This design comes from an exercise in tuning for small area, a short achievable clock period and few clock cycles per item on the open sky130 flow, not from production work.
Only simulation tests tie the RTL to the original design; equivalence was not proved.
Power figures rest on the tool's default switching activity, not on a simulated workload.

--- design/flow/config.mk ---
export PLATFORM = sky130hd
export DESIGN_NAME = sfa_2x2
export DESIGN_NICKNAME = sfa_2x2
export VERILOG_FILES = /design/flow/design.v
export SDC_FILE = /design/flow/constraint.sdc
export NUM_CORES = 8
export LEC_CHECK = 0
export CAP_MARGIN = 20
export CORE_AREA = 5 5 395 395
export DIE_AREA = 0 0 400 400
export PLACE_DENSITY = 0.6
export SETUP_SLACK_MARGIN = 3.4
export SLEW_MARGIN = 60
--- design/flow/flow/run.sh ---
#!/bin/bash
# Standard layout, with plain buf_1 cells as the port buffers.
set -o pipefail
export BUFFER_PORTS_ARGS="-buffer_cell sky130_fd_sc_hd__buf_1"
export PLACE_PINS_ARGS="-min_distance 1 -min_distance_in_tracks"
bash standard.sh > standard.log 2>&1
--- design/flow/constraint.sdc ---
create_clock -name core_clock -period 8.0 [get_ports {ACLK}]
set_input_delay 1.6000 -clock core_clock [delete_from_list [all_inputs] [get_ports {ACLK}]]
set_output_delay 1.6000 -clock core_clock [all_outputs]
set_load 0.01 [all_outputs]
--- design/flow/standard.sh ---
#!/bin/bash
# synth_recipe.tcl (not shown) runs the flow's synth.tcl, then flattens the netlist and writes it again
# the make line also repeats each setting of config.mk as NAME=value (left out here)
make -C /OpenROAD-flow-scripts/flow DESIGN_CONFIG=/design/flow/config.mk WORK_HOME=/design/flow/orfs CLKGATE_MAP_FILE= SYNTH_SCRIPT=/design/flow/synth_recipe.tcl "${@:-finish}"
--- design/flow/design.v ---
`timescale 1 ns / 1 ps
module sfa_mux4(
  input   wire  [ 3 : 0]   sel       ,
  input   wire  [ 3 : 0]   s_tvalid  ,
  input   wire  [31 : 0]   s0_tdata  ,
  input   wire  [31 : 0]   s1_tdata  ,
  input   wire  [31 : 0]   s2_tdata  ,
  input   wire  [31 : 0]   s3_tdata  ,
  output  wire  [ 3 : 0]   s_tready  ,
  input   wire             m_tready  ,
  output  wire             m_tvalid  ,
  output  wire  [31 : 0]   m_tdata
);
assign m_tvalid = |(sel & s_tvalid);
assign m_tdata  = ({32{sel[0]}} & s0_tdata) | ({32{sel[1]}} & s1_tdata) |
                  ({32{sel[2]}} & s2_tdata) | ({32{sel[3]}} & s3_tdata);
assign s_tready = sel & {4{m_tready}};
endmodule
`timescale 1 ns / 1 ps
module sfa_interconnect(
  output  wire            sn_tready     ,
  input   wire            sn_tvalid     ,
  input   wire  [31 : 0]  sn_tdata      ,
  output  wire            se_tready     ,
  input   wire            se_tvalid     ,
  input   wire  [31 : 0]  se_tdata      ,
  output  wire            ss_tready     ,
  input   wire            ss_tvalid     ,
  input   wire  [31 : 0]  ss_tdata      ,
  output  wire            sw_tready     ,
  input   wire            sw_tvalid     ,
  input   wire  [31 : 0]  sw_tdata      ,
  input   wire            mn_tready     ,
  output  wire            mn_tvalid     ,
  output  wire  [31 : 0]  mn_tdata      ,
  input   wire            me_tready     ,
  output  wire            me_tvalid     ,
  output  wire  [31 : 0]  me_tdata      ,
  input   wire            ms_tready     ,
  output  wire            ms_tvalid     ,
  output  wire  [31 : 0]  ms_tdata      ,
  input   wire            mw_tready     ,
  output  wire            mw_tvalid     ,
  output  wire  [31 : 0]  mw_tdata      ,
  input   wire            macc1_tready  ,
  output  wire            macc1_tvalid  ,
  output  wire  [31 : 0]  macc1_tdata   ,
  input   wire            macc2_tready  ,
  output  wire            macc2_tvalid  ,
  output  wire  [31 : 0]  macc2_tdata   ,
  output  wire            sacc_tready   ,
  input   wire            sacc_tvalid   ,
  input   wire  [31 : 0]  sacc_tdata    ,
  input   wire  [ 3 : 0]  selN          ,
  input   wire  [ 3 : 0]  selE          ,
  input   wire  [ 3 : 0]  selS          ,
  input   wire  [ 3 : 0]  selW          ,
  input   wire  [ 3 : 0]  selA1         ,
  input   wire  [ 3 : 0]  selA2
);
wire [3:0] rN, rE, rS, rW, rA1, rA2;
sfa_mux4 N_OUT_MUX (
  .sel(selN), .s_tvalid({sacc_tvalid, sw_tvalid, ss_tvalid, se_tvalid}),
  .s0_tdata(se_tdata), .s1_tdata(ss_tdata), .s2_tdata(sw_tdata), .s3_tdata(sacc_tdata),
  .s_tready(rN), .m_tready(mn_tready), .m_tvalid(mn_tvalid), .m_tdata(mn_tdata));
sfa_mux4 E_OUT_MUX (
  .sel(selE), .s_tvalid({sacc_tvalid, sw_tvalid, ss_tvalid, sn_tvalid}),
  .s0_tdata(sn_tdata), .s1_tdata(ss_tdata), .s2_tdata(sw_tdata), .s3_tdata(sacc_tdata),
  .s_tready(rE), .m_tready(me_tready), .m_tvalid(me_tvalid), .m_tdata(me_tdata));
sfa_mux4 S_OUT_MUX (
  .sel(selS), .s_tvalid({sacc_tvalid, sw_tvalid, se_tvalid, sn_tvalid}),
  .s0_tdata(sn_tdata), .s1_tdata(se_tdata), .s2_tdata(sw_tdata), .s3_tdata(sacc_tdata),
  .s_tready(rS), .m_tready(ms_tready), .m_tvalid(ms_tvalid), .m_tdata(ms_tdata));
sfa_mux4 W_OUT_MUX (
  .sel(selW), .s_tvalid({sacc_tvalid, ss_tvalid, se_tvalid, sn_tvalid}),
  .s0_tdata(sn_tdata), .s1_tdata(se_tdata), .s2_tdata(ss_tdata), .s3_tdata(sacc_tdata),
  .s_tready(rW), .m_tready(mw_tready), .m_tvalid(mw_tvalid), .m_tdata(mw_tdata));
sfa_mux4 ACC_IN1_MUX (
  .sel(selA1), .s_tvalid({sw_tvalid, ss_tvalid, se_tvalid, sn_tvalid}),
  .s0_tdata(sn_tdata), .s1_tdata(se_tdata), .s2_tdata(ss_tdata), .s3_tdata(sw_tdata),
  .s_tready(rA1), .m_tready(macc1_tready), .m_tvalid(macc1_tvalid), .m_tdata(macc1_tdata));
sfa_mux4 ACC_IN2_MUX (
  .sel(selA2), .s_tvalid({sw_tvalid, ss_tvalid, se_tvalid, sn_tvalid}),
  .s0_tdata(sn_tdata), .s1_tdata(se_tdata), .s2_tdata(ss_tdata), .s3_tdata(sw_tdata),
  .s_tready(rA2), .m_tready(macc2_tready), .m_tvalid(macc2_tvalid), .m_tdata(macc2_tdata));
assign sn_tready   = rE[0] | rS[0] | rW[0] | rA1[0] | rA2[0];
assign se_tready   = rN[0] | rS[1] | rW[1] | rA1[1] | rA2[1];
assign ss_tready   = rN[1] | rE[1] | rW[2] | rA1[2] | rA2[2];
assign sw_tready   = rN[2] | rE[2] | rS[2] | rA1[3] | rA2[3];
assign sacc_tready = rN[3] | rE[3] | rS[3] | rW[3];
endmodule
`timescale 1ns / 1ps
module sfa_control (
  output  wire             sCMD_tready   ,
  input   wire             sCMD_tvalid   ,
  input   wire  [31 : 0]   sCMD_tdata    ,
  input   wire             mRet_tready   ,
  output  wire             mRet_tvalid   ,
  output  wire  [31 : 0]   mRet_tdata    ,
  output  wire             start         ,
  output  wire             run           ,
  input   wire             fin1          ,
  input   wire             fin2          ,
  output  wire             ld1_mode      ,
  output  wire             ld1_index     ,
  output  wire             ld1_size      ,
  output  wire             ld2_mode      ,
  output  wire             ld2_index     ,
  output  wire             ld2_size      ,
  output  reg   [ 3 : 0]   selN          ,   
  output  reg   [ 3 : 0]   selE          ,   
  output  reg   [ 3 : 0]   selS          ,   
  output  reg   [ 3 : 0]   selW          ,   
  output  reg   [ 3 : 0]   selA1         ,   
  output  reg   [ 3 : 0]   selA2         ,   
  input   wire             ACLK          ,
  input   wire             ARESETN
);
  reg        busy;
  wire       take = sCMD_tvalid & ~busy;
  wire [7:0] op   = sCMD_tdata[31:24];
  assign sCMD_tready = ~busy;
  assign start       = take & (op == 8'h0A);
  assign run         = busy;
  assign mRet_tvalid = busy & fin1 & fin2;
  assign mRet_tdata  = 32'h0000FFFF;
  assign ld1_mode  = take & (op == 8'h11);
  assign ld1_index = take & (op == 8'h12);
  assign ld1_size  = take & (op == 8'h13);
  assign ld2_mode  = take & (op == 8'h21);
  assign ld2_index = take & (op == 8'h22);
  assign ld2_size  = take & (op == 8'h23);
  function [3:0] onehot;
    input [3:0] code;
    input [3:0] c0, c1, c2, c3;
    onehot = {code == c3, code == c2, code == c1, code == c0};
  endfunction
  always @(posedge ACLK) begin
    if (take & (op == 8'h01)) begin
      selA1 <= onehot(sCMD_tdata[23:20], 4'd1, 4'd2, 4'd3, 4'd4);
      selA2 <= onehot(sCMD_tdata[19:16], 4'd1, 4'd2, 4'd3, 4'd4);
      selN  <= onehot(sCMD_tdata[15:12], 4'd2, 4'd3, 4'd4, 4'd5);
      selE  <= onehot(sCMD_tdata[11: 8], 4'd1, 4'd3, 4'd4, 4'd5);
      selS  <= onehot(sCMD_tdata[ 7: 4], 4'd1, 4'd2, 4'd4, 4'd5);
      selW  <= onehot(sCMD_tdata[ 3: 0], 4'd1, 4'd2, 4'd3, 4'd5);
    end
  end
  always @(posedge ACLK) begin
    if (!ARESETN)
      busy <= 1'b0;
    else if (start)
      busy <= 1'b1;
    else if (mRet_tvalid & mRet_tready)
      busy <= 1'b0;
  end
endmodule
`timescale 1 ns / 1 ps
module sfa_bif(
  output wire             bram_en       ,
  output wire  [ 3 : 0]   bram_we       ,
  output wire  [31 : 0]   bram_addr     ,
  output wire  [31 : 0]   bram_din      ,
  input  wire  [31 : 0]   bram_dout     ,
  output wire             sBIF_tready   ,
  input  wire             sBIF_tvalid   ,
  input  wire  [31 : 0]   sBIF_tdata    ,
  input  wire  [ 3 : 0]   sBIF_sel      ,
  input  wire  [ 3 : 0]   sBIF_srcv     ,
  input  wire             mBIF_tready   ,
  output wire             mBIF_tvalid   ,
  output wire  [31 : 0]   mBIF_tdata    ,
  input  wire  [ 4 : 0]   mBIF_sel      ,
  input  wire  [ 4 : 0]   mBIF_rdy      ,
  input  wire             start         ,
  input  wire             run           ,
  output wire             fin           ,
  input  wire             ld_mode       ,
  input  wire             ld_index      ,
  input  wire             ld_size       ,
  input  wire  [23 : 0]   cfg           ,
  input  wire             ACLK          ,
  input  wire             ARESETN
);
reg             mode ;
reg   [11 : 0]  addr ;
reg   [12 : 0]  cnt  ;
reg             nz   ;    
reg             last ;    
reg             v    ;
wire rarm = run & ~mode & nz;
wire warm = run &  mode & nz;
wire en   = ~(run & ~mode & v) | (|(mBIF_sel & mBIF_rdy));
wire rd0  = start & ~mode & nz;      
wire rd   = (rarm & en) | rd0;
wire wr   = warm & sBIF_tvalid;
wire step = rd | wr;
assign sBIF_tready = warm;
assign mBIF_tvalid = v;
assign mBIF_tdata  = bram_dout;
assign bram_en     = en;
assign bram_we     = {4{warm}};
assign bram_addr   = {18'd0, addr, 2'd0};
assign bram_din    = sBIF_tdata;
assign fin         = (~nz & ~v) | (warm & last & sBIF_tvalid);
always @(posedge ACLK) begin
  if (ld_mode)
    mode <= cfg[0];
  if (ld_index)
    addr <= cfg[11:0];
  else if (step)
    addr <= addr + 12'd1;
  if (ld_size) begin
    cnt  <= cfg[12:0];
    nz   <= |cfg[12:0];
    last <= (cfg[12:0] == 13'd1);
  end
  else if (step) begin
    cnt  <= cnt - 13'd1;
    nz   <= ~last;
    last <= (cnt == 13'd2);
  end
end
always @(posedge ACLK) begin
  if (!ARESETN)
    v <= 1'b0;
  else
    v <= en ? rd : v;
end
endmodule
`timescale 1 ns / 1 ps
module sfa_switch #(
  parameter ROW = 0,
  parameter COL = 0
)(
  output  wire            sv_tready     ,
  input   wire            sv_tvalid     ,
  input   wire  [31 : 0]  sv_tdata      ,
  input   wire            mv_tready     ,
  output  wire            mv_tvalid     ,
  output  wire  [31 : 0]  mv_tdata      ,
  output  wire            sh_tready     ,
  input   wire            sh_tvalid     ,
  input   wire  [31 : 0]  sh_tdata      ,
  input   wire            mh_tready     ,
  output  wire            mh_tvalid     ,
  output  wire  [31 : 0]  mh_tdata      ,
  input   wire            macc1_tready  ,
  output  wire            macc1_tvalid  ,
  output  wire  [31 : 0]  macc1_tdata   ,
  input   wire            macc2_tready  ,
  output  wire            macc2_tvalid  ,
  output  wire  [31 : 0]  macc2_tdata   ,
  output  wire            sacc_tready   ,
  input   wire            sacc_tvalid   ,
  input   wire  [31 : 0]  sacc_tdata    ,
  output  wire            sCMD_tready   ,
  input   wire            sCMD_tvalid   ,
  input   wire  [31 : 0]  sCMD_tdata    ,
  input   wire            mRet_tready   ,
  output  wire            mRet_tvalid   ,
  output  wire  [31 : 0]  mRet_tdata    ,
  output  wire            bram1_en      ,
  output  wire  [ 3 : 0]  bram1_we      ,
  output  wire  [31 : 0]  bram1_addr    ,
  output  wire  [31 : 0]  bram1_din     ,
  input   wire  [31 : 0]  bram1_dout    ,
  output  wire            bram2_en      ,
  output  wire  [ 3 : 0]  bram2_we      ,
  output  wire  [31 : 0]  bram2_addr    ,
  output  wire  [31 : 0]  bram2_din     ,
  input   wire  [31 : 0]  bram2_dout    ,
  input   wire            ACLK          ,
  input   wire            ARESETN
);
wire [3:0] selN, selE, selS, selW, selA1, selA2;
wire       start, run, fin1, fin2;
wire       ld1_mode, ld1_index, ld1_size, ld2_mode, ld2_index, ld2_size;
wire        b1r_tready, b1r_tvalid;  wire [31:0] b1r_tdata;
wire        b1w_tready, b1w_tvalid;  wire [31:0] b1w_tdata;
wire        b2r_tready, b2r_tvalid;  wire [31:0] b2r_tdata;
wire        b2w_tready, b2w_tvalid;  wire [31:0] b2w_tdata;
wire        sn_tready, sn_tvalid;  wire [31:0] sn_tdata;
wire        se_tready, se_tvalid;  wire [31:0] se_tdata;
wire        ss_tready, ss_tvalid;  wire [31:0] ss_tdata;
wire        sw_tready, sw_tvalid;  wire [31:0] sw_tdata;
wire        mn_tready, mn_tvalid;  wire [31:0] mn_tdata;
wire        me_tready, me_tvalid;  wire [31:0] me_tdata;
wire        ms_tready, ms_tvalid;  wire [31:0] ms_tdata;
wire        mw_tready, mw_tvalid;  wire [31:0] mw_tdata;
generate
if (ROW == 0) begin : g_row0
  assign sn_tvalid = b1r_tvalid;  assign sn_tdata = b1r_tdata;  assign b1r_tready = sn_tready;
  assign b1w_tvalid = mn_tvalid;  assign b1w_tdata = mn_tdata;  assign mn_tready = b1w_tready;
  assign ss_tvalid = sv_tvalid;   assign ss_tdata = sv_tdata;   assign sv_tready = ss_tready;
  assign mv_tvalid = ms_tvalid;   assign mv_tdata = ms_tdata;   assign ms_tready = mv_tready;
end
else begin : g_row1
  assign ss_tvalid = b1r_tvalid;  assign ss_tdata = b1r_tdata;  assign b1r_tready = ss_tready;
  assign b1w_tvalid = ms_tvalid;  assign b1w_tdata = ms_tdata;  assign ms_tready = b1w_tready;
  assign sn_tvalid = sv_tvalid;   assign sn_tdata = sv_tdata;   assign sv_tready = sn_tready;
  assign mv_tvalid = mn_tvalid;   assign mv_tdata = mn_tdata;   assign mn_tready = mv_tready;
end
if (COL == 0) begin : g_col0
  assign sw_tvalid = b2r_tvalid;  assign sw_tdata = b2r_tdata;  assign b2r_tready = sw_tready;
  assign b2w_tvalid = mw_tvalid;  assign b2w_tdata = mw_tdata;  assign mw_tready = b2w_tready;
  assign se_tvalid = sh_tvalid;   assign se_tdata = sh_tdata;   assign sh_tready = se_tready;
  assign mh_tvalid = me_tvalid;   assign mh_tdata = me_tdata;   assign me_tready = mh_tready;
end
else begin : g_col1
  assign se_tvalid = b2r_tvalid;  assign se_tdata = b2r_tdata;  assign b2r_tready = se_tready;
  assign b2w_tvalid = me_tvalid;  assign b2w_tdata = me_tdata;  assign me_tready = b2w_tready;
  assign sw_tvalid = sh_tvalid;   assign sw_tdata = sh_tdata;   assign sh_tready = sw_tready;
  assign mh_tvalid = mw_tvalid;   assign mh_tdata = mw_tdata;   assign mw_tready = mh_tready;
end
endgenerate
wire [3:0] b1w_sel, b1w_srcv, b2w_sel, b2w_srcv;
wire [4:0] b1r_sel, b1r_rdy, b2r_sel, b2r_rdy;
generate
if (ROW == 0) begin : g_t1n
  assign b1w_sel  = selN;
  assign b1w_srcv = {sacc_tvalid, sw_tvalid, ss_tvalid, se_tvalid};
  assign b1r_sel  = {selA2[0], selA1[0], selW[0], selS[0], selE[0]};
  assign b1r_rdy  = {macc2_tready, macc1_tready, mw_tready, ms_tready, me_tready};
end
else begin : g_t1s
  assign b1w_sel  = selS;
  assign b1w_srcv = {sacc_tvalid, sw_tvalid, se_tvalid, sn_tvalid};
  assign b1r_sel  = {selA2[2], selA1[2], selW[2], selE[1], selN[1]};
  assign b1r_rdy  = {macc2_tready, macc1_tready, mw_tready, me_tready, mn_tready};
end
if (COL == 0) begin : g_t2w
  assign b2w_sel  = selW;
  assign b2w_srcv = {sacc_tvalid, ss_tvalid, se_tvalid, sn_tvalid};
  assign b2r_sel  = {selA2[3], selA1[3], selS[2], selE[2], selN[2]};
  assign b2r_rdy  = {macc2_tready, macc1_tready, ms_tready, me_tready, mn_tready};
end
else begin : g_t2e
  assign b2w_sel  = selE;
  assign b2w_srcv = {sacc_tvalid, sw_tvalid, ss_tvalid, sn_tvalid};
  assign b2r_sel  = {selA2[1], selA1[1], selW[1], selS[1], selN[0]};
  assign b2r_rdy  = {macc2_tready, macc1_tready, mw_tready, ms_tready, mn_tready};
end
endgenerate
sfa_interconnect u_interconnect(
  .sn_tready(sn_tready), .sn_tvalid(sn_tvalid), .sn_tdata(sn_tdata),
  .se_tready(se_tready), .se_tvalid(se_tvalid), .se_tdata(se_tdata),
  .ss_tready(ss_tready), .ss_tvalid(ss_tvalid), .ss_tdata(ss_tdata),
  .sw_tready(sw_tready), .sw_tvalid(sw_tvalid), .sw_tdata(sw_tdata),
  .mn_tready(mn_tready), .mn_tvalid(mn_tvalid), .mn_tdata(mn_tdata),
  .me_tready(me_tready), .me_tvalid(me_tvalid), .me_tdata(me_tdata),
  .ms_tready(ms_tready), .ms_tvalid(ms_tvalid), .ms_tdata(ms_tdata),
  .mw_tready(mw_tready), .mw_tvalid(mw_tvalid), .mw_tdata(mw_tdata),
  .macc1_tready(macc1_tready), .macc1_tvalid(macc1_tvalid), .macc1_tdata(macc1_tdata),
  .macc2_tready(macc2_tready), .macc2_tvalid(macc2_tvalid), .macc2_tdata(macc2_tdata),
  .sacc_tready(sacc_tready), .sacc_tvalid(sacc_tvalid), .sacc_tdata(sacc_tdata),
  .selN(selN), .selE(selE), .selS(selS), .selW(selW), .selA1(selA1), .selA2(selA2)
);
sfa_control u_control(
  .sCMD_tready(sCMD_tready), .sCMD_tvalid(sCMD_tvalid), .sCMD_tdata(sCMD_tdata),
  .mRet_tready(mRet_tready), .mRet_tvalid(mRet_tvalid), .mRet_tdata(mRet_tdata),
  .start(start), .run(run), .fin1(fin1), .fin2(fin2),
  .ld1_mode(ld1_mode), .ld1_index(ld1_index), .ld1_size(ld1_size),
  .ld2_mode(ld2_mode), .ld2_index(ld2_index), .ld2_size(ld2_size),
  .selN(selN), .selE(selE), .selS(selS), .selW(selW), .selA1(selA1), .selA2(selA2),
  .ACLK(ACLK), .ARESETN(ARESETN)
);
sfa_bif u_bif1(
  .bram_en(bram1_en), .bram_we(bram1_we), .bram_addr(bram1_addr),
  .bram_din(bram1_din), .bram_dout(bram1_dout),
  .sBIF_tready(b1w_tready), .sBIF_tvalid(b1w_tvalid), .sBIF_tdata(b1w_tdata),
  .sBIF_sel(b1w_sel), .sBIF_srcv(b1w_srcv),
  .mBIF_tready(b1r_tready), .mBIF_tvalid(b1r_tvalid), .mBIF_tdata(b1r_tdata),
  .mBIF_sel(b1r_sel), .mBIF_rdy(b1r_rdy),
  .start(start), .run(run), .fin(fin1),
  .ld_mode(ld1_mode), .ld_index(ld1_index), .ld_size(ld1_size), .cfg(sCMD_tdata[23:0]),
  .ACLK(ACLK), .ARESETN(ARESETN)
);
sfa_bif u_bif2(
  .bram_en(bram2_en), .bram_we(bram2_we), .bram_addr(bram2_addr),
  .bram_din(bram2_din), .bram_dout(bram2_dout),
  .sBIF_tready(b2w_tready), .sBIF_tvalid(b2w_tvalid), .sBIF_tdata(b2w_tdata),
  .sBIF_sel(b2w_sel), .sBIF_srcv(b2w_srcv),
  .mBIF_tready(b2r_tready), .mBIF_tvalid(b2r_tvalid), .mBIF_tdata(b2r_tdata),
  .mBIF_sel(b2r_sel), .mBIF_rdy(b2r_rdy),
  .start(start), .run(run), .fin(fin2),
  .ld_mode(ld2_mode), .ld_index(ld2_index), .ld_size(ld2_size), .cfg(sCMD_tdata[23:0]),
  .ACLK(ACLK), .ARESETN(ARESETN)
);
endmodule
`timescale 1 ns / 1 ps
module sfa_link #(
  parameter KIND = 3
)(
  output  wire            s_tready      ,
  input   wire            s_tvalid      ,
  input   wire  [31 : 0]  s_tdata       ,
  input   wire            m_tready      ,
  output  wire            m_tvalid      ,
  output  wire  [31 : 0]  m_tdata       ,
  input   wire            ACLK          ,
  input   wire            ARESETN
);
generate
if (KIND == 0) begin : g_wire
  assign s_tready = m_tready;
  assign m_tvalid = s_tvalid;
  assign m_tdata  = s_tdata;
end
else if (KIND == 1) begin : g_fwd
  reg             out_valid;
  reg   [31 : 0]  out_data;
  assign s_tready = ~out_valid | m_tready;
  assign m_tvalid = out_valid;
  assign m_tdata  = out_data;
  always @(posedge ACLK) begin
    if (!ARESETN)
      out_valid <= 1'b0;
    else if (s_tready)
      out_valid <= s_tvalid;
  end
  always @(posedge ACLK) begin
    if (s_tready)
      out_data <= s_tdata;
  end
end
else if (KIND == 2) begin : g_rdy
  reg             skid_valid;
  reg   [31 : 0]  skid_data;
  assign s_tready = ~skid_valid;
  assign m_tvalid = skid_valid | s_tvalid;
  assign m_tdata  = skid_valid ? skid_data : s_tdata;
  always @(posedge ACLK) begin
    if (!ARESETN)
      skid_valid <= 1'b0;
    else if (skid_valid)
      skid_valid <= ~m_tready;
    else
      skid_valid <= s_tvalid & ~m_tready;
  end
  always @(posedge ACLK) begin
    if (~skid_valid)
      skid_data <= s_tdata;
  end
end
else begin : g_slice
  reg             out_valid ;
  reg   [31 : 0]  out_data  ;
  reg             skid_valid;
  reg   [31 : 0]  skid_data ;
  assign s_tready = ~skid_valid;
  assign m_tvalid = out_valid;
  assign m_tdata  = out_data;
  always @(posedge ACLK) begin
    if (!ARESETN) begin
      out_valid  <= 1'b0;
      skid_valid <= 1'b0;
    end
    else begin
      if (~out_valid | m_tready) begin
        if (skid_valid) begin
          out_valid  <= 1'b1;
          out_data   <= skid_data;
          skid_valid <= 1'b0;
        end
        else begin
          out_valid  <= s_tvalid;
          out_data   <= s_tdata;
        end
      end
      else if (s_tvalid & ~skid_valid) begin
        skid_valid <= 1'b1;
        skid_data  <= s_tdata;
      end
    end
  end
end
endgenerate
endmodule
`timescale 1 ns / 1 ps
module sfa_2x2(
  input   wire            u_switch_00_macc1_tready,
  output  wire            u_switch_00_macc1_tvalid,
  output  wire  [31 : 0]  u_switch_00_macc1_tdata ,
  input   wire            u_switch_00_macc2_tready,
  output  wire            u_switch_00_macc2_tvalid,
  output  wire  [31 : 0]  u_switch_00_macc2_tdata ,
  output  wire            u_switch_00_sacc_tready ,
  input   wire            u_switch_00_sacc_tvalid ,
  input   wire  [31 : 0]  u_switch_00_sacc_tdata  ,
  output  wire            u_switch_00_sCMD_tready ,
  input   wire            u_switch_00_sCMD_tvalid ,
  input   wire  [31 : 0]  u_switch_00_sCMD_tdata  ,
  input   wire            u_switch_00_mRet_tready ,
  output  wire            u_switch_00_mRet_tvalid ,
  output  wire  [31 : 0]  u_switch_00_mRet_tdata  ,
  input   wire            u_switch_01_macc1_tready,
  output  wire            u_switch_01_macc1_tvalid,
  output  wire  [31 : 0]  u_switch_01_macc1_tdata ,
  input   wire            u_switch_01_macc2_tready,
  output  wire            u_switch_01_macc2_tvalid,
  output  wire  [31 : 0]  u_switch_01_macc2_tdata ,
  output  wire            u_switch_01_sacc_tready ,
  input   wire            u_switch_01_sacc_tvalid ,
  input   wire  [31 : 0]  u_switch_01_sacc_tdata  ,
  output  wire            u_switch_01_sCMD_tready ,
  input   wire            u_switch_01_sCMD_tvalid ,
  input   wire  [31 : 0]  u_switch_01_sCMD_tdata  ,
  input   wire            u_switch_01_mRet_tready ,
  output  wire            u_switch_01_mRet_tvalid ,
  output  wire  [31 : 0]  u_switch_01_mRet_tdata  ,
  input   wire            u_switch_10_macc1_tready,
  output  wire            u_switch_10_macc1_tvalid,
  output  wire  [31 : 0]  u_switch_10_macc1_tdata ,
  input   wire            u_switch_10_macc2_tready,
  output  wire            u_switch_10_macc2_tvalid,
  output  wire  [31 : 0]  u_switch_10_macc2_tdata ,
  output  wire            u_switch_10_sacc_tready ,
  input   wire            u_switch_10_sacc_tvalid ,
  input   wire  [31 : 0]  u_switch_10_sacc_tdata  ,
  output  wire            u_switch_10_sCMD_tready ,
  input   wire            u_switch_10_sCMD_tvalid ,
  input   wire  [31 : 0]  u_switch_10_sCMD_tdata  ,
  input   wire            u_switch_10_mRet_tready ,
  output  wire            u_switch_10_mRet_tvalid ,
  output  wire  [31 : 0]  u_switch_10_mRet_tdata  ,
  input   wire            u_switch_11_macc1_tready,
  output  wire            u_switch_11_macc1_tvalid,
  output  wire  [31 : 0]  u_switch_11_macc1_tdata ,
  input   wire            u_switch_11_macc2_tready,
  output  wire            u_switch_11_macc2_tvalid,
  output  wire  [31 : 0]  u_switch_11_macc2_tdata ,
  output  wire            u_switch_11_sacc_tready ,
  input   wire            u_switch_11_sacc_tvalid ,
  input   wire  [31 : 0]  u_switch_11_sacc_tdata  ,
  output  wire            u_switch_11_sCMD_tready ,
  input   wire            u_switch_11_sCMD_tvalid ,
  input   wire  [31 : 0]  u_switch_11_sCMD_tdata  ,
  input   wire            u_switch_11_mRet_tready ,
  output  wire            u_switch_11_mRet_tvalid ,
  output  wire  [31 : 0]  u_switch_11_mRet_tdata  ,
  output  wire            u_bif_00_1_bram_en     ,
  output  wire  [ 3 : 0]  u_bif_00_1_bram_we     ,
  output  wire  [31 : 0]  u_bif_00_1_bram_addr   ,
  output  wire  [31 : 0]  u_bif_00_1_bram_din    ,
  input   wire  [31 : 0]  u_bif_00_1_bram_dout   ,
  output  wire            u_bif_00_2_bram_en     ,
  output  wire  [ 3 : 0]  u_bif_00_2_bram_we     ,
  output  wire  [31 : 0]  u_bif_00_2_bram_addr   ,
  output  wire  [31 : 0]  u_bif_00_2_bram_din    ,
  input   wire  [31 : 0]  u_bif_00_2_bram_dout   ,
  output  wire            u_bif_01_1_bram_en     ,
  output  wire  [ 3 : 0]  u_bif_01_1_bram_we     ,
  output  wire  [31 : 0]  u_bif_01_1_bram_addr   ,
  output  wire  [31 : 0]  u_bif_01_1_bram_din    ,
  input   wire  [31 : 0]  u_bif_01_1_bram_dout   ,
  output  wire            u_bif_01_2_bram_en     ,
  output  wire  [ 3 : 0]  u_bif_01_2_bram_we     ,
  output  wire  [31 : 0]  u_bif_01_2_bram_addr   ,
  output  wire  [31 : 0]  u_bif_01_2_bram_din    ,
  input   wire  [31 : 0]  u_bif_01_2_bram_dout   ,
  output  wire            u_bif_10_1_bram_en     ,
  output  wire  [ 3 : 0]  u_bif_10_1_bram_we     ,
  output  wire  [31 : 0]  u_bif_10_1_bram_addr   ,
  output  wire  [31 : 0]  u_bif_10_1_bram_din    ,
  input   wire  [31 : 0]  u_bif_10_1_bram_dout   ,
  output  wire            u_bif_10_2_bram_en     ,
  output  wire  [ 3 : 0]  u_bif_10_2_bram_we     ,
  output  wire  [31 : 0]  u_bif_10_2_bram_addr   ,
  output  wire  [31 : 0]  u_bif_10_2_bram_din    ,
  input   wire  [31 : 0]  u_bif_10_2_bram_dout   ,
  output  wire            u_bif_11_1_bram_en     ,
  output  wire  [ 3 : 0]  u_bif_11_1_bram_we     ,
  output  wire  [31 : 0]  u_bif_11_1_bram_addr   ,
  output  wire  [31 : 0]  u_bif_11_1_bram_din    ,
  input   wire  [31 : 0]  u_bif_11_1_bram_dout   ,
  output  wire            u_bif_11_2_bram_en     ,
  output  wire  [ 3 : 0]  u_bif_11_2_bram_we     ,
  output  wire  [31 : 0]  u_bif_11_2_bram_addr   ,
  output  wire  [31 : 0]  u_bif_11_2_bram_din    ,
  input   wire  [31 : 0]  u_bif_11_2_bram_dout   ,
  input   wire            ACLK,
  input   wire            ARESETN
);
  localparam K_00_01 = 3;
  localparam K_01_00 = 0;
  localparam K_10_11 = 0;
  localparam K_11_10 = 3;
  localparam K_00_10 = 3;
  localparam K_10_00 = 0;
  localparam K_01_11 = 0;
  localparam K_11_01 = 3;
  wire            l00_01_s_tready;
  wire            l00_01_s_tvalid;
  wire  [31 : 0]  l00_01_s_tdata;
  wire            l00_01_m_tready;
  wire            l00_01_m_tvalid;
  wire  [31 : 0]  l00_01_m_tdata;
  wire            l01_00_s_tready;
  wire            l01_00_s_tvalid;
  wire  [31 : 0]  l01_00_s_tdata;
  wire            l01_00_m_tready;
  wire            l01_00_m_tvalid;
  wire  [31 : 0]  l01_00_m_tdata;
  wire            l10_11_s_tready;
  wire            l10_11_s_tvalid;
  wire  [31 : 0]  l10_11_s_tdata;
  wire            l10_11_m_tready;
  wire            l10_11_m_tvalid;
  wire  [31 : 0]  l10_11_m_tdata;
  wire            l11_10_s_tready;
  wire            l11_10_s_tvalid;
  wire  [31 : 0]  l11_10_s_tdata;
  wire            l11_10_m_tready;
  wire            l11_10_m_tvalid;
  wire  [31 : 0]  l11_10_m_tdata;
  wire            l00_10_s_tready;
  wire            l00_10_s_tvalid;
  wire  [31 : 0]  l00_10_s_tdata;
  wire            l00_10_m_tready;
  wire            l00_10_m_tvalid;
  wire  [31 : 0]  l00_10_m_tdata;
  wire            l10_00_s_tready;
  wire            l10_00_s_tvalid;
  wire  [31 : 0]  l10_00_s_tdata;
  wire            l10_00_m_tready;
  wire            l10_00_m_tvalid;
  wire  [31 : 0]  l10_00_m_tdata;
  wire            l01_11_s_tready;
  wire            l01_11_s_tvalid;
  wire  [31 : 0]  l01_11_s_tdata;
  wire            l01_11_m_tready;
  wire            l01_11_m_tvalid;
  wire  [31 : 0]  l01_11_m_tdata;
  wire            l11_01_s_tready;
  wire            l11_01_s_tvalid;
  wire  [31 : 0]  l11_01_s_tdata;
  wire            l11_01_m_tready;
  wire            l11_01_m_tvalid;
  wire  [31 : 0]  l11_01_m_tdata;
  sfa_link #(.KIND(K_00_01)) u_link_00_01 (
    .s_tready(l00_01_s_tready), .s_tvalid(l00_01_s_tvalid), .s_tdata(l00_01_s_tdata),
    .m_tready(l00_01_m_tready), .m_tvalid(l00_01_m_tvalid), .m_tdata(l00_01_m_tdata),
    .ACLK(ACLK), .ARESETN(ARESETN));
  sfa_link #(.KIND(K_01_00)) u_link_01_00 (
    .s_tready(l01_00_s_tready), .s_tvalid(l01_00_s_tvalid), .s_tdata(l01_00_s_tdata),
    .m_tready(l01_00_m_tready), .m_tvalid(l01_00_m_tvalid), .m_tdata(l01_00_m_tdata),
    .ACLK(ACLK), .ARESETN(ARESETN));
  sfa_link #(.KIND(K_10_11)) u_link_10_11 (
    .s_tready(l10_11_s_tready), .s_tvalid(l10_11_s_tvalid), .s_tdata(l10_11_s_tdata),
    .m_tready(l10_11_m_tready), .m_tvalid(l10_11_m_tvalid), .m_tdata(l10_11_m_tdata),
    .ACLK(ACLK), .ARESETN(ARESETN));
  sfa_link #(.KIND(K_11_10)) u_link_11_10 (
    .s_tready(l11_10_s_tready), .s_tvalid(l11_10_s_tvalid), .s_tdata(l11_10_s_tdata),
    .m_tready(l11_10_m_tready), .m_tvalid(l11_10_m_tvalid), .m_tdata(l11_10_m_tdata),
    .ACLK(ACLK), .ARESETN(ARESETN));
  sfa_link #(.KIND(K_00_10)) u_link_00_10 (
    .s_tready(l00_10_s_tready), .s_tvalid(l00_10_s_tvalid), .s_tdata(l00_10_s_tdata),
    .m_tready(l00_10_m_tready), .m_tvalid(l00_10_m_tvalid), .m_tdata(l00_10_m_tdata),
    .ACLK(ACLK), .ARESETN(ARESETN));
  sfa_link #(.KIND(K_10_00)) u_link_10_00 (
    .s_tready(l10_00_s_tready), .s_tvalid(l10_00_s_tvalid), .s_tdata(l10_00_s_tdata),
    .m_tready(l10_00_m_tready), .m_tvalid(l10_00_m_tvalid), .m_tdata(l10_00_m_tdata),
    .ACLK(ACLK), .ARESETN(ARESETN));
  sfa_link #(.KIND(K_01_11)) u_link_01_11 (
    .s_tready(l01_11_s_tready), .s_tvalid(l01_11_s_tvalid), .s_tdata(l01_11_s_tdata),
    .m_tready(l01_11_m_tready), .m_tvalid(l01_11_m_tvalid), .m_tdata(l01_11_m_tdata),
    .ACLK(ACLK), .ARESETN(ARESETN));
  sfa_link #(.KIND(K_11_01)) u_link_11_01 (
    .s_tready(l11_01_s_tready), .s_tvalid(l11_01_s_tvalid), .s_tdata(l11_01_s_tdata),
    .m_tready(l11_01_m_tready), .m_tvalid(l11_01_m_tvalid), .m_tdata(l11_01_m_tdata),
    .ACLK(ACLK), .ARESETN(ARESETN));
  sfa_switch #(.ROW(0), .COL(0)) u_switch_00 (
    .sv_tready(l10_00_m_tready), .sv_tvalid(l10_00_m_tvalid), .sv_tdata(l10_00_m_tdata),
    .mv_tready(l00_10_s_tready), .mv_tvalid(l00_10_s_tvalid), .mv_tdata(l00_10_s_tdata),
    .sh_tready(l01_00_m_tready), .sh_tvalid(l01_00_m_tvalid), .sh_tdata(l01_00_m_tdata),
    .mh_tready(l00_01_s_tready), .mh_tvalid(l00_01_s_tvalid), .mh_tdata(l00_01_s_tdata),
    .macc1_tready(u_switch_00_macc1_tready), .macc1_tvalid(u_switch_00_macc1_tvalid), .macc1_tdata(u_switch_00_macc1_tdata),
    .macc2_tready(u_switch_00_macc2_tready), .macc2_tvalid(u_switch_00_macc2_tvalid), .macc2_tdata(u_switch_00_macc2_tdata),
    .sacc_tready(u_switch_00_sacc_tready), .sacc_tvalid(u_switch_00_sacc_tvalid), .sacc_tdata(u_switch_00_sacc_tdata),
    .sCMD_tready(u_switch_00_sCMD_tready), .sCMD_tvalid(u_switch_00_sCMD_tvalid), .sCMD_tdata(u_switch_00_sCMD_tdata),
    .mRet_tready(u_switch_00_mRet_tready), .mRet_tvalid(u_switch_00_mRet_tvalid), .mRet_tdata(u_switch_00_mRet_tdata),
    .bram1_en(u_bif_00_1_bram_en), .bram1_we(u_bif_00_1_bram_we), .bram1_addr(u_bif_00_1_bram_addr),
    .bram1_din(u_bif_00_1_bram_din), .bram1_dout(u_bif_00_1_bram_dout),
    .bram2_en(u_bif_00_2_bram_en), .bram2_we(u_bif_00_2_bram_we), .bram2_addr(u_bif_00_2_bram_addr),
    .bram2_din(u_bif_00_2_bram_din), .bram2_dout(u_bif_00_2_bram_dout),
    .ACLK(ACLK), .ARESETN(ARESETN));
  sfa_switch #(.ROW(0), .COL(1)) u_switch_01 (
    .sv_tready(l11_01_m_tready), .sv_tvalid(l11_01_m_tvalid), .sv_tdata(l11_01_m_tdata),
    .mv_tready(l01_11_s_tready), .mv_tvalid(l01_11_s_tvalid), .mv_tdata(l01_11_s_tdata),
    .sh_tready(l00_01_m_tready), .sh_tvalid(l00_01_m_tvalid), .sh_tdata(l00_01_m_tdata),
    .mh_tready(l01_00_s_tready), .mh_tvalid(l01_00_s_tvalid), .mh_tdata(l01_00_s_tdata),
    .macc1_tready(u_switch_01_macc1_tready), .macc1_tvalid(u_switch_01_macc1_tvalid), .macc1_tdata(u_switch_01_macc1_tdata),
    .macc2_tready(u_switch_01_macc2_tready), .macc2_tvalid(u_switch_01_macc2_tvalid), .macc2_tdata(u_switch_01_macc2_tdata),
    .sacc_tready(u_switch_01_sacc_tready), .sacc_tvalid(u_switch_01_sacc_tvalid), .sacc_tdata(u_switch_01_sacc_tdata),
    .sCMD_tready(u_switch_01_sCMD_tready), .sCMD_tvalid(u_switch_01_sCMD_tvalid), .sCMD_tdata(u_switch_01_sCMD_tdata),
    .mRet_tready(u_switch_01_mRet_tready), .mRet_tvalid(u_switch_01_mRet_tvalid), .mRet_tdata(u_switch_01_mRet_tdata),
    .bram1_en(u_bif_01_1_bram_en), .bram1_we(u_bif_01_1_bram_we), .bram1_addr(u_bif_01_1_bram_addr),
    .bram1_din(u_bif_01_1_bram_din), .bram1_dout(u_bif_01_1_bram_dout),
    .bram2_en(u_bif_01_2_bram_en), .bram2_we(u_bif_01_2_bram_we), .bram2_addr(u_bif_01_2_bram_addr),
    .bram2_din(u_bif_01_2_bram_din), .bram2_dout(u_bif_01_2_bram_dout),
    .ACLK(ACLK), .ARESETN(ARESETN));
  sfa_switch #(.ROW(1), .COL(0)) u_switch_10 (
    .sv_tready(l00_10_m_tready), .sv_tvalid(l00_10_m_tvalid), .sv_tdata(l00_10_m_tdata),
    .mv_tready(l10_00_s_tready), .mv_tvalid(l10_00_s_tvalid), .mv_tdata(l10_00_s_tdata),
    .sh_tready(l11_10_m_tready), .sh_tvalid(l11_10_m_tvalid), .sh_tdata(l11_10_m_tdata),
    .mh_tready(l10_11_s_tready), .mh_tvalid(l10_11_s_tvalid), .mh_tdata(l10_11_s_tdata),
    .macc1_tready(u_switch_10_macc1_tready), .macc1_tvalid(u_switch_10_macc1_tvalid), .macc1_tdata(u_switch_10_macc1_tdata),
    .macc2_tready(u_switch_10_macc2_tready), .macc2_tvalid(u_switch_10_macc2_tvalid), .macc2_tdata(u_switch_10_macc2_tdata),
    .sacc_tready(u_switch_10_sacc_tready), .sacc_tvalid(u_switch_10_sacc_tvalid), .sacc_tdata(u_switch_10_sacc_tdata),
    .sCMD_tready(u_switch_10_sCMD_tready), .sCMD_tvalid(u_switch_10_sCMD_tvalid), .sCMD_tdata(u_switch_10_sCMD_tdata),
    .mRet_tready(u_switch_10_mRet_tready), .mRet_tvalid(u_switch_10_mRet_tvalid), .mRet_tdata(u_switch_10_mRet_tdata),
    .bram1_en(u_bif_10_1_bram_en), .bram1_we(u_bif_10_1_bram_we), .bram1_addr(u_bif_10_1_bram_addr),
    .bram1_din(u_bif_10_1_bram_din), .bram1_dout(u_bif_10_1_bram_dout),
    .bram2_en(u_bif_10_2_bram_en), .bram2_we(u_bif_10_2_bram_we), .bram2_addr(u_bif_10_2_bram_addr),
    .bram2_din(u_bif_10_2_bram_din), .bram2_dout(u_bif_10_2_bram_dout),
    .ACLK(ACLK), .ARESETN(ARESETN));
  sfa_switch #(.ROW(1), .COL(1)) u_switch_11 (
    .sv_tready(l01_11_m_tready), .sv_tvalid(l01_11_m_tvalid), .sv_tdata(l01_11_m_tdata),
    .mv_tready(l11_01_s_tready), .mv_tvalid(l11_01_s_tvalid), .mv_tdata(l11_01_s_tdata),
    .sh_tready(l10_11_m_tready), .sh_tvalid(l10_11_m_tvalid), .sh_tdata(l10_11_m_tdata),
    .mh_tready(l11_10_s_tready), .mh_tvalid(l11_10_s_tvalid), .mh_tdata(l11_10_s_tdata),
    .macc1_tready(u_switch_11_macc1_tready), .macc1_tvalid(u_switch_11_macc1_tvalid), .macc1_tdata(u_switch_11_macc1_tdata),
    .macc2_tready(u_switch_11_macc2_tready), .macc2_tvalid(u_switch_11_macc2_tvalid), .macc2_tdata(u_switch_11_macc2_tdata),
    .sacc_tready(u_switch_11_sacc_tready), .sacc_tvalid(u_switch_11_sacc_tvalid), .sacc_tdata(u_switch_11_sacc_tdata),
    .sCMD_tready(u_switch_11_sCMD_tready), .sCMD_tvalid(u_switch_11_sCMD_tvalid), .sCMD_tdata(u_switch_11_sCMD_tdata),
    .mRet_tready(u_switch_11_mRet_tready), .mRet_tvalid(u_switch_11_mRet_tvalid), .mRet_tdata(u_switch_11_mRet_tdata),
    .bram1_en(u_bif_11_1_bram_en), .bram1_we(u_bif_11_1_bram_we), .bram1_addr(u_bif_11_1_bram_addr),
    .bram1_din(u_bif_11_1_bram_din), .bram1_dout(u_bif_11_1_bram_dout),
    .bram2_en(u_bif_11_2_bram_en), .bram2_we(u_bif_11_2_bram_we), .bram2_addr(u_bif_11_2_bram_addr),
    .bram2_din(u_bif_11_2_bram_din), .bram2_dout(u_bif_11_2_bram_dout),
    .ACLK(ACLK), .ARESETN(ARESETN));
endmodule
==> results of run 1 <==
routing by layer:
| metal | part of all wire (%) | GRT usage [%] |
|---|---|---|
| met5 | 0.22 | 2.19 |
| met4 | 9.0 | 23.6 |
| met3 | 14 | 11.6 |
| met2 | 42 | 49.1 |
| met1 | 35 | 40.0 |
flip-flops by register name (all words and copies together) (netlist names), 32 cells and up:
name,flops
u_link_11_10.genblk1.genblk1.g_slice.skid_data,32
u_link_00_01.genblk1.genblk1.g_slice.out_data,32
u_link_11_01.genblk1.genblk1.g_slice.out_data,32
u_link_11_10.genblk1.genblk1.g_slice.out_data,32
u_link_00_01.genblk1.genblk1.g_slice.skid_data,32
u_link_00_10.genblk1.genblk1.g_slice.out_data,32
u_link_11_01.genblk1.genblk1.g_slice.skid_data,32
u_link_00_10.genblk1.genblk1.g_slice.skid_data,32
kinds of logic (layout without fill, tap and decap cells):
group	count (synthesis)	after routing	share of synthesized area [%]
AOI/OAI and AO/OA	1505	1505	25.9
xor gates and xnor gates	160	160	3.08
adders and majority gates	24	24	0.659
buffers and inverters	835	1590	9.59
DFF	596	596	38.8
muxes	137	137	3.39
other	2	388	0.0165
and+or+nand+nor	1939	1939	18.5
worst max-delay path, stage by stage:
cell	delay [ps]
buf_6	110
a22oi_2	170
nand2_4	170
a221o_1	400
and3_4	180
o221a_4	310
buf_6	130
final cells by class:
| class | count | area share [%] |
|---|---|---|
| Tap cell | 2030 | 4.63 |
| Inverter | 31 | 0.212 |
| Sequential cell | 596 | 32.3 |
| Timing Repair Buffer | 1417 | 11.7 |
| Multi-Input combinational cell | 4053 | 46.0 |
| Antenna cell | 100 | 0.457 |
| Clock inverter | 49 | 0.893 |
| Clock buffer | 93 | 3.74 |
cells in the final DEF, fill, tap and decap left out, types with 40 or more instances in the layout:
cell and instances:
conb_1 288, nand2_2 76, diode_2 100, xor2_1 74, buf_1 1175, nor2_1 291
nand2_1 1197, a21oi_1 200, nand3_1 49, mux2_2 137, a222oi_1 398, nor3_1 45
nor4b_1 45, clkbuf_16 79, a22oi_1 790, edfxtp_1 576, xnor2_1 86, buf_4 159
and3_1 40
timing repair:
item,CTS,global route
resized for setup,44,59
gates cloned,0,0
hold buffers,0,0
pin swaps,17,29
setup endpoints to repair,27,75
setup buffers,13,4
worst paths after layout:
| path | from | to | slack, ps |
|---|---|---|---|
| max | u_switch_01_sacc_tvalid | u_switch_00_mRet_tvalid | 3310 |
| min | u_link_00_01.genblk1.genblk1.g_slice.skid_data[15] | u_link_00_01.genblk1.genblk1.g_slice.out_data[15] | 530 |
| max reg2reg | u_switch_00.u_control.busy | u_link_11_10.genblk1.genblk1.g_slice.skid_data[4] | 4890 |
| min reg2reg | u_link_00_01.genblk1.genblk1.g_slice.skid_data[15] | u_link_00_01.genblk1.genblk1.g_slice.out_data[15] | 530 |
power by group through the flow:
| stage | sequential (mW) | clock (mW) | combinational, mW |
|---|---|---|---|
| final | 3.41 | 3.58 | 0.653 |
| after global routing | 3.41 | 3.78 | 0.689 |
| after detailed placement | 3.47 | 0 | 0.607 |
| after global placement | 3.47 | 0 | 0.586 |
| after floorplan | 3.47 | 0 | 0.362 |
| after CTS | 3.41 | 3.66 | 0.615 |
metrics by stage:
step / setup WS, ps / std cells
final: 3310 / 8369
after global routing: 3260 / 8335
after CTS: 3290 / 8256
after detailed placement: 2790 / 8101
after global placement: 2730 / 8049
after floorplan: 3680 / 5484
==> impl_metrics.env, run 1 <==
export IMPL_power_switching_mw=2.01
export IMPL_syn_to_final_growth_pct=20.3
export IMPL_start_util_pct=30.1
export IMPL_whs_path_depth=1
export IMPL_gp_congestion=1.03
export IMPL_cts_made_buffers=79
export IMPL_worst_hold_slack_ps=533
export IMPL_hold_viol_final=0
export IMPL_wl_mm=285
export IMPL_powerDensity_nw_per_um2=139
export IMPL_final_cell_area_um2=54800
export IMPL_dieHeight_um=400
export IMPL_max_cap_violations=0
export IMPL_yosys_area_top_type="edfxtp_1"
export IMPL_required_ps=6400
export IMPL_fmax_mhz=213
export IMPL_cts_tree="done"
export IMPL_grt_max_degree=39
export IMPL_drtAntennaViolNets=0
export IMPL_synth_cell_type_count=67
export IMPL_grt_total_usage_pct=33.2
export IMPL_syn_area_um2=45600
export IMPL_drt_iter0_markers=10599
export IMPL_globalRouteOverflowTotal=0
export IMPL_clk_latency_ps=680
export IMPL_hold_class="reg -> reg"
export IMPL_drc=0
export IMPL_fin_skew_ps=39.2
export IMPL_synth_common_cells="nand2_1, a22oi_1, edfxtp_1"
export IMPL_p_int_mw=5.63
export IMPL_max_vdd_ir_drop_mv=0.150
export IMPL_htree_levels=3
export IMPL_antenna_found_initial=99
export IMPL_io_pins=1490
export IMPL_post_drt_via_cell_ratio=6.28
export IMPL_cts_reportedPaths_clkPinSlew_ps=60
export IMPL_core_um2=152000
export IMPL_slew_headroom_pct=55.1
export IMPL_io_buffers=1201
export IMPL_period_share_pct=58.6
export IMPL_power_mw=7.64
export IMPL_ys_ff_latch=596
export IMPL_fillers=15828
export IMPL_post_route_util_pct=36.2
export IMPL_period_needed_ps=4690
export IMPL_ys_flop_type="edfxtp_1"
export IMPL_vias=52518
export IMPL_synthArstFlopShare_pct=0
export IMPL_rows=143
export IMPL_setup_worst_path_start_class="primary input"
export IMPL_clkSinkCount=596
export IMPL_synth_warnings=3
export IMPL_place_area_um2=51300
export IMPL_drv_slew=0
export IMPL_sw_frac_of_total_pct=26.3
export IMPL_synthCells=5198
export IMPL_first_global_vias=47138
export IMPL_leakage_nw=18.5
export IMPL_seq_area_frac_synth_pct=38.8
export IMPL_p_clk_share_pct=46.9
export IMPL_power_frac_comb_pct=8.5
export IMPL_dr_pass1_iters=17
export IMPL_yosysMostFrequentCell="nand2_1"
export IMPL_setup_viol=0
export IMPL_worst_setup_path_end_kind="primary output"
export IMPL_multi_input_area_um2=25200
export IMPL_ys_top_cells_by_area="edfxtp_1, a22oi_1, nand2_1"
export IMPL_tns_ps=0
export IMPL_dieWidth_um=400
export IMPL_rsz0062_at_grt="yes"
export IMPL_seq_power_share_pct=44.6
export IMPL_cp_max_fo=4
export IMPL_dpl_hpwl_mm=207
export IMPL_layout_drive_gt1_share_pct=10.4
export IMPL_regArea_um2=17700
export IMPL_yosys_area_top_type_share_pct=38.0
export IMPL_synth_area_per_cell_um2=8.77
export IMPL_dieArea_um2=160000
export IMPL_synth_edf_count=576
export IMPL_tightest_slew_ps=673
export IMPL_avgRoutedWirePerCell_um=34.1
export IMPL_outcome="finished clean"
export IMPL_r2r_cells=6
export IMPL_cts_root_buf="clkbuf_16"
export IMPL_grt_pass1_wl_mm=379
export IMPL_fin_nets=6736
export IMPL_worstPathArrival_ps=3090
export IMPL_cts_max_path_buffers=3
export IMPL_crit_type="in -> out"
Testbench counts, summed over its fixed seeds: cycles 75,526, words 73,380.
==> inputs of run 2 (changes only) <==
==> design/flow/flow/run.sh (replaced) <==
#!/bin/bash
# Standard layout (standard.sh), with plain buf_1 cells as the port buffers
# and pins placed one track apart so that a smaller die holds them.
set -o pipefail
export BUFFER_PORTS_ARGS="-buffer_cell sky130_fd_sc_hd__buf_1"
export PLACE_PINS_ARGS="-min_distance 1 -min_distance_in_tracks"
bash standard.sh > standard.log 2>&1
--- a/design/flow/config.mk
+++ b/design/flow/config.mk
@@ -8,6 +8,6 @@
 export CAP_MARGIN = 20
 export CORE_AREA = 5 5 395 395
 export DIE_AREA = 0 0 400 400
-export PLACE_DENSITY = 0.6
+export PLACE_DENSITY = 0.75
 export SETUP_SLACK_MARGIN = 3.4
 export SLEW_MARGIN = 60
==> impl_metrics.env, run 2 <==
export IMPL_outcome="finished clean"
export IMPL_syn_area_um2=45600
export IMPL_io_buffers=1201
export IMPL_grt_pass1_wl_mm=383
export IMPL_layout_commonest_cell="nand2_1"
export IMPL_first_global_vias=48336
export IMPL_seq_power_share_pct=45.1
export IMPL_post_drt_via_cell_ratio=6.47
export IMPL_setup_worst_path_start_class="primary input"
export IMPL_power_switching_mw=1.97
export IMPL_cts_root_buf="clkbuf_16"
export IMPL_cts_tree="done"
export IMPL_instances_no_fill=8352
export IMPL_synthCells=5198
export IMPL_slew_headroom_pct=53.7
export IMPL_cts_made_buffers=74
export IMPL_vias=54069
export IMPL_max_cap_violations=0
export IMPL_most_common_layout_cells="nand2_1, buf_1, a22oi_1, edfxtp_1, a222oi_1"
export IMPL_wl_mm=291
export IMPL_fin_skew_ps=35.5
export IMPL_grt_total_usage_pct=33.7
export IMPL_cts_max_path_buffers=3
export IMPL_tightest_slew_ps=695
export IMPL_clkSinkCount=596
export IMPL_yosysMostFrequentCell="nand2_1"
export IMPL_synth_warnings=3
export IMPL_max_vdd_ir_drop_mv=0.165
export IMPL_dr_pass1_iters=30
export IMPL_synth_area_per_cell_um2=8.77
export IMPL_syn_to_final_growth_pct=19.8
export IMPL_p_int_mw=5.57
export IMPL_synth_edf_count=576
export IMPL_drt_iter0_markers=12459
export IMPL_path_cells="buf_6 > a22oi_2 > nand2_4 > a221o_1 > and3_4 > o221a_4 > buf_6"
export IMPL_dieArea_um2=160000
export IMPL_grt_max_degree=39
export IMPL_period_needed_ps=4690
export IMPL_critPathSlowestCell="a221o_1"
export IMPL_rows=143
export IMPL_htree_levels=3
export IMPL_dpl_hpwl_mm=209
export IMPL_cts_reportedPaths_clkPinSlew_ps=60
export IMPL_synth_common_cells="nand2_1, a22oi_1, edfxtp_1"
export IMPL_cpPeakStageDelay_ps=410
export IMPL_drv_slew=0
export IMPL_rsz0062_at_grt="yes"
export IMPL_hold_class="reg -> reg"
export IMPL_start_util_pct=30.1
export IMPL_ys_ff_latch=596
export IMPL_crit_type="in -> out"
export IMPL_hold_viol_final=0
export IMPL_final_cell_area_um2=54600
export IMPL_synthArstFlopShare_pct=0
export IMPL_dieHeight_um=400
export IMPL_layout_drive_gt1_share_pct=10.3
export IMPL_drc=0
export IMPL_p_clk_share_pct=46.2
export IMPL_tns_ps=0
export IMPL_fin_nets=6720
export IMPL_core_um2=152000
export IMPL_cp_common_cell="buf_6"
export IMPL_sw_frac_of_total_pct=26.1
export IMPL_avgRoutedWirePerCell_um=34.8
export IMPL_power_frac_comb_pct=8.7
export IMPL_antenna_found_initial=121
export IMPL_worstPathArrival_ps=3090
export IMPL_io_pins=1490
export IMPL_drtAntennaViolNets=0
export IMPL_ys_flop_type="edfxtp_1"
export IMPL_seq_area_frac_synth_pct=38.8
export IMPL_clk_latency_ps=690
export IMPL_powerDensity_nw_per_um2=138
export IMPL_ys_top_cells_by_area="edfxtp_1, a22oi_1, nand2_1"
export IMPL_cp_max_fo=4
export IMPL_required_ps=6400
export IMPL_yosys_area_top_type="edfxtp_1"
export IMPL_gp_congestion=1.03
export IMPL_synth_cell_type_count=67
export IMPL_place_area_um2=51000
export IMPL_fmax_mhz=213
export IMPL_period_share_pct=58.6
export IMPL_globalRouteOverflowTotal=0
export IMPL_leakage_nw=18.5
export IMPL_yosys_area_top_type_share_pct=38.0
export IMPL_dieWidth_um=400
export IMPL_dp_cells=8081
export IMPL_setup_viol=0
export IMPL_worst_setup_path_end_kind="primary output"
## run 2: cell counts after synthesis
Identical to the previous run, type by type.
## run 2: stage by stage
stage	power (mW)	setup WS [ps]	hold WS [ps]	utilization, %
finish	7.55	3310	541	36.0
global route	7.73	3310	549	36.0
CTS	7.53	3320	536	35.5
detailed placement	4.07	2890	523	33.7
global placement	4.05	2860	505	33.4
floorplan	3.83	3680	495	-
## run 2: worst max-delay path, delay by kind of cell
kind            cells  cell delay, ps
compound gates      3             880
buf+inv             2             230
simple gates        2             350
## run 2: worst paths after layout
path | from | to | slack, ps | cells past startpoint
setup / recovery | u_switch_01_sacc_tvalid | u_switch_00_mRet_tvalid | 3310 | 7
hold / removal | u_link_11_01.genblk1.genblk1.g_slice.skid_data[27] | u_link_11_01.genblk1.genblk1.g_slice.out_data[27] | 540 | 1
setup reg to reg | u_switch_00.u_control.busy | u_link_11_10.genblk1.genblk1.g_slice.skid_data[7] | 4650 | 8
hold reg to reg | u_link_11_01.genblk1.genblk1.g_slice.skid_data[27] | u_link_11_01.genblk1.genblk1.g_slice.out_data[27] | 540 | 1
## run 2: per-layer routing
metal	GRT usage [%]	wire length (um)	vias up
met1	39.3	98300	25699
li1	-	-	21455
met2	47.9	118000	5411
met5	2.00	459	-
met4	28.8	31200	40
met3	13.5	42600	1464
## run 2: final cells by class
| cell class | instances | area, um2 |
|---|---|---|
| clock inverter | 45 | 528 |
| antenna | 99 | 248 |
| inverter | 31 | 119 |
| fill | 15503 | 96900 |
| sequential | 596 | 17700 |
| clock buffer | 92 | 1920 |
| multi-input combinational | 4053 | 25300 |
| tap | 2030 | 2540 |
| timing repair buffer | 1406 | 6290 |
## run 2: power by group through the flow
stage               clock network, mW  registers [mW]  logic [mW]
floorplan                           0            3.47       0.362
global placement                    0            3.47       0.575
finish                           3.49            3.40       0.654
CTS                              3.52            3.40       0.603
global route                     3.64            3.40       0.684
detailed placement                  0            3.47       0.596
## run 2: kinds of logic (layout without fill, tap and decap cells)
group | count (synthesis) | after routing | share of synthesized area, %
AOI/OAI and AO/OA | 1505 | 1505 | 25.9
xor gates and xnor gates | 160 | 160 | 3.08
adders and majority gates | 24 | 24 | 0.659
buffers and inverters | 835 | 1574 | 9.59
DFF | 596 | 596 | 38.8
muxes | 137 | 137 | 3.39
other | 2 | 387 | 0.0165
and+or+nand+nor | 1939 | 1939 | 18.5
## run 2: what timing repair did
item                                    in CTS  in global routing
resized for setup                           37                 89
endpoints found under the setup margin      25                 89
pin swaps                                   17                 48
setup buffers                               13                 14
gates cloned                                 0                  0
hold buffers                                 0                  0
==> inputs of run 3 (changes only) <==
--- a/design/flow/config.mk
+++ b/design/flow/config.mk
@@ -8,6 +8,6 @@
 export CAP_MARGIN = 20
 export CORE_AREA = 5 5 395 395
 export DIE_AREA = 0 0 400 400
-export PLACE_DENSITY = 0.75
-export SETUP_SLACK_MARGIN = 3.4
+export PLACE_DENSITY = 0.6
+export SETUP_SLACK_MARGIN = 3.6
 export SLEW_MARGIN = 60
==> impl_metrics.env, run 3 <==
export IMPL_outcome="finished clean"
export IMPL_rows=143
export IMPL_cts_made_buffers=79
export IMPL_worst_hold_slack_ps=529
export IMPL_max_cap_violations=0
export IMPL_start_util_pct=30.1
export IMPL_final_cell_area_um2=56700
export IMPL_yosys_area_top_type_share_pct=38.0
export IMPL_seq_power_share_pct=44.3
export IMPL_dp_cells=8101
export IMPL_cts_reportedPaths_clkPinSlew_ps=60
export IMPL_post_drt_via_cell_ratio=6.28
export IMPL_drt_iter0_markers=10572
export IMPL_dieHeight_um=400
export IMPL_cts_max_path_buffers=3
export IMPL_dieWidth_um=400
export IMPL_hold_viol_final=0
export IMPL_period_needed_ps=4670
export IMPL_synth_common_cells="nand2_1, a22oi_1, edfxtp_1"
export IMPL_max_vdd_ir_drop_mv=0.151
export IMPL_setup_worst_path_start_class="primary input"
export IMPL_rsz0062_at_grt="yes"
export IMPL_layout_commonest_cell="nand2_1"
export IMPL_tightest_slew_ps=675
export IMPL_vias=52859
export IMPL_hp_start="u_link_00_01.genblk1.genblk1.g_slice.skid_data[15]"
export IMPL_fmax_mhz=214
export IMPL_dieArea_um2=160000
export IMPL_grt_pass1_wl_mm=381
export IMPL_powerDensity_nw_per_um2=136
export IMPL_synth_warnings=3
export IMPL_most_common_layout_cells="nand2_1, buf_1, a22oi_1, edfxtp_1, a222oi_1"
export IMPL_ys_ff_latch=596
export IMPL_syn_area_um2=45600
export IMPL_rr_startpoint="u_switch_00.u_control.selA1[0]"
export IMPL_crit_path_start="u_switch_01_sacc_tvalid"
export IMPL_fin_ws_ps=3330
export IMPL_instances_no_fill=8413
export IMPL_layout_drive_gt1_share_pct=15.8
export IMPL_tns_ps=0
export IMPL_power_switching_mw=2.04
export IMPL_drv_slew=0
export IMPL_first_global_vias=47589
export IMPL_power_frac_comb_pct=9.1
export IMPL_gp_congestion=1.03
export IMPL_period_share_pct=58.4
export IMPL_antenna_found_initial=87
export IMPL_p_clk_share_pct=46.6
export IMPL_synth_simple_area_share_pct=18.5
export IMPL_hold_class="reg -> reg"
export IMPL_drtAntennaViolNets=0
export IMPL_io_pins=1490
export IMPL_setup_viol=0
export IMPL_clkSinkCount=596
export IMPL_leakage_nw=19.8
export IMPL_cp_max_fo=4
export IMPL_seq_area_frac_synth_pct=38.8
export IMPL_grt_total_usage_pct=33.4
export IMPL_worstPathArrival_ps=3070
export IMPL_synthArstFlopShare_pct=0
export IMPL_cts_root_buf="clkbuf_16"
export IMPL_synth_xor_area_share_pct=3.08
export IMPL_synth_compound_area_share_pct=25.9
export IMPL_wl_mm=287
export IMPL_synthAdderAreaFrac_pct=0.659
export IMPL_drc=0
export IMPL_syn_to_final_growth_pct=24.4
export IMPL_p_int_mw=5.66
export IMPL_synth_top_family_by_area="compound AO/OA/AOI/OAI gates"
export IMPL_fin_skew_ps=38.7
export IMPL_sw_frac_of_total_pct=26.5
export IMPL_ys_top_cells_by_area="edfxtp_1, a22oi_1, nand2_1"
export IMPL_grt_max_degree=39
export IMPL_fillers=15704
export IMPL_ys_flop_type="edfxtp_1"
export IMPL_slew_headroom_pct=55.0
export IMPL_io_buffers=1201
export IMPL_synth_cell_type_count=67
export IMPL_yosys_area_top_type="edfxtp_1"
export IMPL_avgRoutedWirePerCell_um=34.1
export IMPL_cts_tree="done"
export IMPL_fin_nets=6795
export IMPL_dr_pass1_iters=17
export IMPL_synthCells=5198
export IMPL_required_ps=6400
export IMPL_crit_type="in -> out"
export IMPL_htree_levels=3
export IMPL_dpl_hpwl_mm=207
export IMPL_synth_area_per_cell_um2=8.77
export IMPL_core_um2=152000
export IMPL_worst_setup_path_end_kind="primary output"
export IMPL_synth_edf_count=576
export IMPL_clk_latency_ps=680
export IMPL_synthMuxAreaShare_pct=3.39
export IMPL_pre_cts_slack_ps=2790
export IMPL_globalRouteOverflowTotal=0
export IMPL_place_area_um2=51300
export IMPL_yosysMostFrequentCell="nand2_1"
-- run 3: worst paths after layout --
check	slack (ps)	end	cells after the start
max	3330	u_switch_00_mRet_tvalid	7
min	530	u_link_00_01.genblk1.genblk1.g_slice.out_data[15]	1
max reg2reg	3990	u_switch_00.u_bif1.v	25
min reg2reg	530	u_link_00_01.genblk1.genblk1.g_slice.out_data[15]	1
-- run 3: repair_timing --
item,in CTS,in global routing
hold endpoints to repair,0,0
resized for setup,227,426
pin swaps,118,230
setup endpoints to repair,217,225
setup buffers,46,31
cloned,0,0
hold buffers,0,0
-- run 3: final cells by class --
cell class              count  area [um2]  area share (%)
diodes                     85         213           0.375
clock buffers              93        2050            3.61
clock inverters            49         489           0.863
inverters                  31         119           0.210
multi-input cells        4053       26100            46.1
flip-flops and latches    596       17700            31.2
well taps                2030        2540            4.48
repair buffers           1476        7450            13.1
-- run 3: stage by stage --
step | total power, mW | util (%)
after detailed placement | 4.08 | 33.8
after CTS | 7.70 | 36.3
after global placement | 4.06 | 33.4
after floorplan | 3.83 | -
after global routing | 7.92 | 37.4
final | 7.70 | 37.4
-- run 3: kinds of logic (layout without fill, tap and decap cells) --
| family | Yosys count | count (layout) |
|---|---|---|
| buffers and inverters | 835 | 1649 |
| XOR/XNOR | 160 | 160 |
| flip-flops | 596 | 596 |
| adder cells (fa/ha/maj) | 24 | 24 |
| other | 2 | 373 |
| AND/OR/NAND/NOR | 1939 | 1939 |
| AO/OA/AOI/OAI | 1505 | 1505 |
| multiplexers | 137 | 137 |
-- run 3: worst max-delay path, cell delays in order --
cell     delay [ps]
buf_6           100
a22oi_2         170
nand2_4         170
a221o_1         390
and3_4          180
o221a_4         310
buf_6           130
-- run 3: metal layers --
metal  vias to the layer above  GRT usage (%)  share of wire, %
met5                         -           2.19              0.23
met4                        32           24.8               9.2
met3                      1119           11.8                14
met2                      4689           48.7                42
met1                     25410           40.3                35
li1                      21609              -                 -
-- run 3: power by group through the flow --
stage	combinational [mW]	sequential, mW	clock (mW)
global placement	0.586	3.47	0
floorplan	0.362	3.47	0
global route	0.738	3.41	3.78
finish	0.703	3.41	3.59
detailed placement	0.607	3.47	0
CTS	0.631	3.41	3.66

static timing again, ports no longer ideal:
The results above use ideal ports. As a check the final layouts listed here were re-extracted and re-timed, cells and wires unchanged. Step 1 sets driving cells, clkbuf_16 on the clock port and buf_2 on the other inputs (assumed; they add their load-dependent delay and slew). Step 2, shift: input delay + t, output delay - t, t = (earliest + latest rising clock arrival at the registers) / 2. This alone moves slack from input paths to output paths. Slacks: no drivers / after step 1 / after step 2; pairs: no drivers / after step 1.
| run | t (ns) | slack for setup (ns) | hold slack, ns | worst register clock-pin slew, ns |
|---|---|---|---|---|
| run 1 | 0.733 | 3.315 / 3.246 / 3.246 | 0.533 / 0.533 / 0.533 | 0.07 / 0.07 |
| run 2 | 0.742 | 3.313 / 3.243 / 3.243 | 0.541 / 0.541 / 0.541 | 0.07 / 0.07 |
| run 3 | 0.735 | 3.325 / 3.254 / 2.854 | 0.529 / 0.529 / 0.529 | 0.07 / 0.07 |
After both steps every run listed still meets setup and hold. The setup slack of run 3, which loses most, moves by -0.071 ns with the drivers and by -0.471 ns with both steps.
